From an optimization exercise on the open Yosys and OpenROAD flow, aimed at small area; shortcuts taken in it are not production practice. Function was checked by simulation only, so behaviour that the tests miss may differ from the original.

==> flow/design.v (excerpt) <==
module datapath (
  input clk,
  input reset,
  input [31:0] imem_rdata,
  input [31:0] dmem_rdata,
  output [31:0] imem_addr,
  output [31:0] dmem_addr,
  output [31:0] dmem_wdata,
  output [31:0] dmem_wmask,
  output dmem_we,
  output error
);
Size in the first run: ~4200 cells after synthesis, ~200 I/O pins, about 0.059 mm2 of cells after synthesis.
Settings: LEC_CHECK=0, CAP_MARGIN=20, CELL_PAD_IN_SITES_DETAIL_PLACEMENT=1, CELL_PAD_IN_SITES_GLOBAL_PLACEMENT=1, CORE_MARGIN=2, CORE_UTILIZATION=50, CTS_BUF_LIST=sky130_fd_sc_hd__clkbuf_8, CTS_CLUSTER_DIAMETER=50, CTS_CLUSTER_SIZE=16, PLACE_DENSITY=0.62, SLEW_MARGIN=20, SYNTH_HIERARCHICAL=1, SYNTH_MINIMUM_KEEP_SIZE=0; clock period 13.0 ns.
standard.sh (not shown) runs the stock make flow with config.mk's settings and CLKGATE_MAP_FILE= SYNTH_SCRIPT=/design/flow/synth_recipe.tcl, a recipe that flattens the netlist after the stock synthesis.
==> flow/flow/run.sh <==
#!/bin/bash
# Standard ORFS layout (the standard.sh, standard synthesis unchanged) with
# small port buffers and no CTS dummy loads. Full tool output goes to
# flow_make.log here; ORFS's per-step logs stay under orfs/logs.
set -euo pipefail
export BUFFER_PORTS_ARGS="-buffer_cell sky130_fd_sc_hd__buf_2"
export CTS_ARGS="-sink_clustering_enable -repair_clock_nets -dont_use_dummy_load -sink_clustering_size 16 -sink_clustering_max_diameter 50 -buf_list sky130_fd_sc_hd__clkbuf_8"
bash standard.sh > flow_make.log 2>&1
Rerun with:
==> flow/run.sh (new file) <==
#!/bin/bash
# synth_recipe.tcl (not shown) runs the flow's synth.tcl, then flattens the netlist and writes it again
# the make line also repeats each setting of config.mk as NAME=value (left out here)
make -C /OpenROAD-flow-scripts/flow DESIGN_CONFIG=/design/flow/config.mk WORK_HOME=/design/flow/orfs CLKGATE_MAP_FILE= SYNTH_SCRIPT=/design/flow/synth_recipe.tcl finish
removed: flow/flow/run.sh
removed: flow/standard.sh
What happened: Sequential share of layout area decreases by 1.9 points; cell count is higher by 2.4%; synthesized area stays the same; wire length grows by 0.52%.

========
datapath, a different RTL version from the one above (not shown whole).
Size: ~4100 cells after synthesis, ~200 I/O pins, ~0.059 mm2 of cells after synthesis.
==> flow/config.mk <==
export PLATFORM = sky130hd
export DESIGN_NAME = datapath
export DESIGN_NICKNAME = datapath
export VERILOG_FILES = /design/flow/design.v
export SDC_FILE = /design/flow/constraint.sdc
export NUM_CORES = 4
export LEC_CHECK = 0
export CAP_MARGIN = 10
export CELL_PAD_IN_SITES_DETAIL_PLACEMENT = 1
export CELL_PAD_IN_SITES_GLOBAL_PLACEMENT = 1
export CORE_MARGIN = 2
export CORE_UTILIZATION = 50
export CTS_BUF_LIST = sky130_fd_sc_hd__clkbuf_8
export CTS_CLUSTER_DIAMETER = 50
export CTS_CLUSTER_SIZE = 16
export PLACE_DENSITY = 0.62
export SLEW_MARGIN = 10
export SYNTH_HIERARCHICAL = 1
export SYNTH_MINIMUM_KEEP_SIZE = 0
==> flow/constraint.sdc <==
create_clock -name core_clock -period 13.0 [get_ports {clk}]
set_input_delay 2.6000 -clock core_clock [delete_from_list [all_inputs] [get_ports {clk}]]
set_output_delay 2.6000 -clock core_clock [all_outputs]
set_load 0.01 [all_outputs]
==> flow/flow/run.sh <==
#!/bin/bash
# Standard ORFS layout (the standard.sh, standard synthesis unchanged) with
# small port buffers and no CTS dummy loads. Full tool output goes to
# flow_make.log here; ORFS's per-step logs stay under orfs/logs.
set -euo pipefail
export BUFFER_PORTS_ARGS="-buffer_cell sky130_fd_sc_hd__buf_1"
export CTS_ARGS="-sink_clustering_enable -repair_clock_nets -dont_use_dummy_load -sink_clustering_size 16 -sink_clustering_max_diameter 50 -buf_list sky130_fd_sc_hd__clkbuf_8"
bash standard.sh > flow_make.log 2>&1
Next try:
--- a/flow/config.mk
+++ b/flow/config.mk
@@ -6,5 +6,5 @@
 export NUM_CORES = 4
 export LEC_CHECK = 0
-export CAP_MARGIN = 10
+export CAP_MARGIN = 0
 export CELL_PAD_IN_SITES_DETAIL_PLACEMENT = 1
 export CELL_PAD_IN_SITES_GLOBAL_PLACEMENT = 1
@@ -15,5 +15,5 @@
 export CTS_CLUSTER_SIZE = 16
 export PLACE_DENSITY = 0.62
-export SLEW_MARGIN = 10
+export SLEW_MARGIN = 0
 export SYNTH_HIERARCHICAL = 1
 export SYNTH_MINIMUM_KEEP_SIZE = 0
- The changed run went through all stages and came out clean
- critical path depth does not change
- global-route usage is unchanged
- sequential cell count is unchanged
- non-clock buffer count went down by 1
Next try:
--- a/flow/config.mk
+++ b/flow/config.mk
@@ -6,5 +6,5 @@
 export NUM_CORES = 4
 export LEC_CHECK = 0
-export CAP_MARGIN = 0
+export CAP_MARGIN = 20
 export CELL_PAD_IN_SITES_DETAIL_PLACEMENT = 1
 export CELL_PAD_IN_SITES_GLOBAL_PLACEMENT = 1
@@ -15,5 +15,5 @@
 export CTS_CLUSTER_SIZE = 16
 export PLACE_DENSITY = 0.62
-export SLEW_MARGIN = 0
+export SLEW_MARGIN = 20
 export SYNTH_HIERARCHICAL = 1
 export SYNTH_MINIMUM_KEEP_SIZE = 0
What happened: The changed run produced a clean layout; global-route usage stays flat; sequential cell count stays the same; count of clock-buffer cells in the layout does not change; maximum frequency goes up by 1.1%; synthesized cell count stays the same; wire length is about the same; hold slack hardly moves; worst setup slack improved by 130 ps; non-clock buffer count is higher by 2.

static timing again, ports no longer ideal:
The results above use ideal ports. As a check the final layouts listed here were re-extracted and re-timed, cells and wires unchanged.
Step 1 assumes that a clkbuf_16 drives the clock port and a buf_2 every other input.
Step 2 times the ports against the registers' clock, not the clock port: input delays grow and output delays shrink by t, the midpoint of the rising clock arrivals with the driver on.
Slacks: no drivers / after step 1 / after step 2; pairs: no drivers / after step 1.
run | t, ns | slack for setup (ns) | hold WS [ns] | slew at the worst register clock pin (ns) | worst slew at a driven data input, ns
the first run of note 1 | 0.894 | 1.191 / 1.162 / 1.162 | 0.529 / 0.529 / 0.529 | 0.10 / 0.10 | 0.06
the second run of note 1 | 0.952 | 0.507 / 0.472 / 0.472 | 0.545 / 0.545 / 0.545 | 0.11 / 0.11 | 0.06
the first run of note 2 | 0.934 | 0.720 / 0.570 / 0.570 | 0.540 / 0.540 / 0.540 | 0.10 / 0.10 | 0.17
the second run of note 2 | 0.932 | 0.603 / 0.508 / 0.508 | 0.544 / 0.544 / 0.544 | 0.10 / 0.10 | 0.18
the third run of note 2 | 0.938 | 0.732 / 0.594 / 0.594 | 0.543 / 0.543 / 0.543 | 0.10 / 0.10 | 0.18
After both steps every run listed still meets setup and hold. The setup slack of the first run of note 2, which loses most, moves by -0.150 ns with the drivers and by -0.150 ns with both steps.
